Context: an optimization exercise on an open-source flow, tuned for small area and a short achievable clock period. The choices shown serve that exercise and are no tape-out recipe.
The flow treats the clock pin as an ideal source, which a real chip does not have.
No activity file was given, so power comes from the tool's default toggle rates.

==> flow/design.v <==
`timescale 1ns/1ps
module fifo #(
    parameter N = 32,
    parameter depth = 3  
)(
    input wire clk,
    input wire reset,
    input wire wr_en,
    input wire rd_en,
    input [N-1:0] din,
    output reg [N-1:0] dout,
    output reg full,
    output wire empty
);
    localparam DEPTH = 2**depth;
    reg [DEPTH-1:0] wr_oh, rd_oh;    
    reg [N-1:0] mem [0:DEPTH-1];
    reg nempty;
    assign empty = ~nempty;
    wire wr_fire = wr_en & ~full;
    wire rd_fire = rd_en & nempty;
    wire rd_fire_n = ~rd_fire;
    wire [DEPTH-1:0] wsel = wr_oh & {DEPTH{wr_fire}};
    wire [DEPTH-1:0] rsel = rd_oh & {DEPTH{rd_fire}};
    wire [DEPTH-1:0] wr_oh_inc = {wr_oh[DEPTH-2:0], wr_oh[DEPTH-1]};
    wire [DEPTH-1:0] rd_oh_inc = {rd_oh[DEPTH-2:0], rd_oh[DEPTH-1]};
    wire [N-1:0] dout_nx;
    wire [N-1:0] g0, g1, g2;
    genvar b;
    generate
        for (b = 0; b < N; b = b + 1) begin : rd
            fifo_aoi222 u0 (.a1(rsel[0]), .a2(mem[0][b]), .b1(rsel[1]), .b2(mem[1][b]),
                            .c1(rsel[2]), .c2(mem[2][b]), .y(g0[b]));
            fifo_aoi222 u1 (.a1(rsel[3]), .a2(mem[3][b]), .b1(rsel[4]), .b2(mem[4][b]),
                            .c1(rsel[5]), .c2(mem[5][b]), .y(g1[b]));
            fifo_aoi222 u2 (.a1(rsel[6]), .a2(mem[6][b]), .b1(rsel[7]), .b2(mem[7][b]),
                            .c1(rd_fire_n), .c2(dout[b]), .y(g2[b]));
            fifo_nand3 u3 (.a(g0[b]), .b(g1[b]), .c(g2[b]), .y(dout_nx[b]));
        end
    endgenerate
    integer i;
    always @(posedge clk) begin
        for (i = 0; i < DEPTH; i = i + 1)
            if (wsel[i])
                mem[i] <= din;
    end
    wire w_meets = |(wr_oh_inc & rd_oh);
    wire r_meets = |(rd_oh_inc & wr_oh);
    wire full_nx  = ~rd_fire & (full | (wr_fire & w_meets));
    wire empty_nx = ~wr_fire & (~nempty | (rd_fire & r_meets));
    always @(posedge clk or posedge reset) begin
        if (reset) begin
            wr_oh  <= {{(DEPTH-1){1'b0}}, 1'b1};
            rd_oh  <= {{(DEPTH-1){1'b0}}, 1'b1};
            dout   <= 0;
            full   <= 1'b0;
            nempty <= 1'b0;
        end else begin
            if (wr_fire)
                wr_oh <= wr_oh_inc;
            if (rd_fire)
                rd_oh <= rd_oh_inc;
            dout   <= dout_nx;
            full   <= full_nx;
            nempty <= ~empty_nx;
        end
    end
endmodule
module fifo_aoi222 (
    input wire a1, a2, b1, b2, c1, c2,
    output wire y
);
    assign y = ~((a1 & a2) | (b1 & b2) | (c1 & c2));
endmodule
module fifo_nand3 (
    input wire a, b, c,
    output wire y
);
    assign y = ~(a & b & c);
endmodule
Settings: LEC_CHECK=0, CAP_MARGIN=20, CORE_MARGIN=2, CORE_UTILIZATION=40, CTS_CLUSTER_DIAMETER=100, CTS_CLUSTER_SIZE=30, SETUP_SLACK_MARGIN=1.5, SLEW_MARGIN=20, SYNTH_HIERARCHICAL=1, SYNTH_MINIMUM_KEEP_SIZE=0; clock period 3.0 ns.
standard.sh (not shown) runs the stock make flow with config.mk's settings and CLKGATE_MAP_FILE= SYNTH_SCRIPT=/design/flow/synth_recipe.tcl, a recipe that flattens the netlist after the stock synthesis.
==> flow/flow/run.sh <==
#!/bin/bash
# Own layout flow: the standard synthesis unchanged, then the standard ORFS
# layout with smaller port buffers, without the delay buffer cells, and with a
# clock tree one level shallower (see cts_hook.tcl).
set -euo pipefail
here=$(pwd)

bash standard.sh synth > synth.log 2>&1

platform_dont_use="sky130_fd_sc_hd__probe_p_8 sky130_fd_sc_hd__probec_p_8 sky130_fd_sc_hd__lpflow_bleeder_1 sky130_fd_sc_hd__lpflow_clkbufkapwr_1 sky130_fd_sc_hd__lpflow_clkbufkapwr_16 sky130_fd_sc_hd__lpflow_clkbufkapwr_2 sky130_fd_sc_hd__lpflow_clkbufkapwr_4 sky130_fd_sc_hd__lpflow_clkbufkapwr_8 sky130_fd_sc_hd__lpflow_clkinvkapwr_1 sky130_fd_sc_hd__lpflow_clkinvkapwr_16 sky130_fd_sc_hd__lpflow_clkinvkapwr_2 sky130_fd_sc_hd__lpflow_clkinvkapwr_4 sky130_fd_sc_hd__lpflow_clkinvkapwr_8 sky130_fd_sc_hd__lpflow_decapkapwr_12 sky130_fd_sc_hd__lpflow_decapkapwr_3 sky130_fd_sc_hd__lpflow_decapkapwr_4 sky130_fd_sc_hd__lpflow_decapkapwr_6 sky130_fd_sc_hd__lpflow_decapkapwr_8 sky130_fd_sc_hd__lpflow_inputiso0n_1 sky130_fd_sc_hd__lpflow_inputiso0p_1 sky130_fd_sc_hd__lpflow_inputiso1n_1 sky130_fd_sc_hd__lpflow_inputiso1p_1 sky130_fd_sc_hd__lpflow_inputisolatch_1 sky130_fd_sc_hd__lpflow_isobufsrc_1 sky130_fd_sc_hd__lpflow_isobufsrc_16 sky130_fd_sc_hd__lpflow_isobufsrc_2 sky130_fd_sc_hd__lpflow_isobufsrc_4 sky130_fd_sc_hd__lpflow_isobufsrc_8 sky130_fd_sc_hd__lpflow_isobufsrckapwr_16 sky130_fd_sc_hd__lpflow_lsbuf_lh_hl_isowell_tap_1 sky130_fd_sc_hd__lpflow_lsbuf_lh_hl_isowell_tap_2 sky130_fd_sc_hd__lpflow_lsbuf_lh_hl_isowell_tap_4 sky130_fd_sc_hd__lpflow_lsbuf_lh_isowell_4 sky130_fd_sc_hd__lpflow_lsbuf_lh_isowell_tap_1 sky130_fd_sc_hd__lpflow_lsbuf_lh_isowell_tap_2 sky130_fd_sc_hd__lpflow_lsbuf_lh_isowell_tap_4"
extra_dont_use="sky130_fd_sc_hd__clkdlybuf4s* sky130_fd_sc_hd__dlygate* sky130_fd_sc_hd__dlymetal* sky130_fd_sc_hd__buf_12 sky130_fd_sc_hd__buf_16 sky130_fd_sc_hd__bufinv_* sky130_fd_sc_hd__clkbuf_16"

bash standard.sh \
  "BUFFER_PORTS_ARGS=-buffer_cell sky130_fd_sc_hd__buf_2" \
  "DONT_USE_CELLS=$platform_dont_use $extra_dont_use" \
  "PRE_CTS_TCL=$here/flow/cts_hook.tcl" \
  finish > layout.log 2>&1
==> flow/flow/cts_hook.tcl <==
# PRE_CTS hook: after TritonCTS builds the tree, replace its upper levels by
# NROOT root buffers driven straight from the clock port, each placed at the
# centre of the group of sink-cluster (leaf) buffers it drives. Every register
# still sees the same number of buffer levels (root, leaf), so the tree stays
# balanced; it only gets one level shallower.
proc rebuild_clock_roots {nroot master_name} {
  set block [ord::get_db_block]
  set db [ord::get_db]
  set master [$db findMaster $master_name]
  set port_net [$block findNet clk]
  set leaves {}
  set others {}
  foreach inst [$block getInsts] {
    set name [$inst getName]
    if {[string match "clkbuf_leaf_*" $name]} { lappend leaves $inst } elseif {[string match "clkbuf_*" $name]} { lappend others $inst }
  }
  # remove the upper levels
  foreach inst $others {
    set outIT [$inst findITerm X]; set onet [$outIT getNet]
    $outIT disconnect; [$inst findITerm A] disconnect
    odb::dbInst_destroy $inst
    if {[$onet getName] != "clk"} { odb::dbNet_destroy $onet }
  }
  # leaf locations
  set pts {}
  foreach l $leaves {
    set bb [$l getBBox]
    lappend pts [list $l [expr {([$bb xMin]+[$bb xMax])/2}] [expr {([$bb yMin]+[$bb yMax])/2}]]
  }
  # k-means on leaf locations
  set n [llength $pts]
  set cents {}
  for {set k 0} {$k < $nroot} {incr k} {
    set p [lindex [lsort -integer -index 1 $pts] [expr {int(($k + 0.5) * $n / $nroot)}]]
    lappend cents [list [lindex $p 1] [lindex $p 2]]
  }
  for {set it 0} {$it < 50} {incr it} {
    set groups {}
    for {set k 0} {$k < $nroot} {incr k} { lappend groups {} }
    foreach p $pts {
      set best 0; set bd 1e18
      for {set k 0} {$k < $nroot} {incr k} {
        set c [lindex $cents $k]
        set d [expr {abs([lindex $p 1]-[lindex $c 0]) + abs([lindex $p 2]-[lindex $c 1])}]
        if {$d < $bd} { set bd $d; set best $k }
      }
      lset groups $best [concat [lindex $groups $best] [list $p]]
    }
    set cents {}
    foreach g $groups {
      if {[llength $g] == 0} { lappend cents {0 0}; continue }
      set sx 0; set sy 0
      foreach p $g { set sx [expr {$sx + [lindex $p 1]}]; set sy [expr {$sy + [lindex $p 2]}] }
      lappend cents [list [expr {$sx / [llength $g]}] [expr {$sy / [llength $g]}]]
    }
  }
  set k 0
  foreach g $groups c $cents {
    if {[llength $g] == 0} continue
    set inst [odb::dbInst_create $block $master "clkbuf_root_$k"]
    $inst setLocation [lindex $c 0] [lindex $c 1]
    $inst setPlacementStatus PLACED
    set net [odb::dbNet_create $block "clknet_root_$k"]
    $net setSigType CLOCK
    [$inst findITerm A] connect $port_net
    [$inst findITerm X] connect $net
    foreach p $g { [[lindex $p 0] findITerm A] disconnect; [[lindex $p 0] findITerm A] connect $net }
    incr k
  }
  puts "rebuilt clock roots: $k roots over [llength $leaves] leaves"
}

rename clock_tree_synthesis my_orig_clock_tree_synthesis
# The flow keeps the largest buffers off the data nets (DONT_USE_CELLS); the
# clock tree may still use them.
proc clock_tree_synthesis {args} {
  set big [get_lib_cells {sky130_fd_sc_hd__clkbuf_16}]
  unset_dont_use $big
  my_orig_clock_tree_synthesis {*}$args
  rebuild_clock_roots 4 sky130_fd_sc_hd__clkbuf_16
  set_dont_use $big
}
The starting point finished clean.
==> next run, changes <==
--- a/flow/flow/run.sh
+++ b/flow/flow/run.sh
@@ -11 +11 @@
-extra_dont_use="sky130_fd_sc_hd__clkdlybuf4s* sky130_fd_sc_hd__dlygate* sky130_fd_sc_hd__dlymetal* sky130_fd_sc_hd__buf_12 sky130_fd_sc_hd__buf_16 sky130_fd_sc_hd__bufinv_* sky130_fd_sc_hd__clkbuf_16"
+extra_dont_use="sky130_fd_sc_hd__clkdlybuf4s* sky130_fd_sc_hd__dlygate* sky130_fd_sc_hd__dlymetal*"
--- a/flow/flow/cts_hook.tcl
+++ b/flow/flow/cts_hook.tcl
@@ -74,2 +73,0 @@
-# The flow keeps the largest buffers off the data nets (DONT_USE_CELLS); the
-# clock tree may still use them.
@@ -77,2 +74,0 @@
-  set big [get_lib_cells {sky130_fd_sc_hd__clkbuf_16}]
-  unset_dont_use $big
@@ -81 +76,0 @@
-  set_dont_use $big
Settings changed: SETUP_SLACK_MARGIN 1.5 to 1.35.
Effect: The new run produced a clean layout; area after synthesis does not change; synthesized cell count stays the same; sequential power stays flat; power drops by 2.2%; worst setup slack gains 0.061 ns; cell count is lower by 9.2%; via count went down by 14%; hold slack gets worse by 0.053 ns; cell area drops by 13%.
==> next run, changes <==
Settings changed: SETUP_SLACK_MARGIN 1.35 to 1.5.
What happened:
- The new run finished clean
- worst hold slack gets better by 0.062 ns
- core utilization goes up by 1.3 points
- synthesized cell count stays the same
- sequential share of layout area falls by 1.9 points
- power stays flat
Function was not checked in any run of this note: the RTL went through the layout flow alone.

## static timing again, ports no longer ideal
In the flow no input, the clock included, has a driving cell. The finished layouts below were timed again as built, in two steps. Step 1 sets driving cells, clkbuf_16 on the clock port and buf_2 on the other inputs (assumed; they add their load-dependent delay and slew). Step 2, shift: input delay + t, output delay - t, t = (earliest + latest rising clock arrival at the registers) / 2. This alone moves slack from input paths to output paths. Slacks: no drivers / after step 1 / after step 2; pairs: no drivers / after step 1.
run	t, ns	setup slack, ns	latest minus earliest clock arrival (ns)	cell pins on the clock port's net
the first run	0.428	1.165 / 1.165 / 0.967	0.050 / 0.050	4
the second run	0.400	1.226 / 1.134 / 1.037	0.051 / 0.051	4
the third run	0.395	1.290 / 1.245 / 0.950	0.033 / 0.033	4
After both steps setup and hold are still met in every run listed. The setup slack of the third run, which loses most, moves by -0.045 ns with the drivers and by -0.340 ns with both steps.
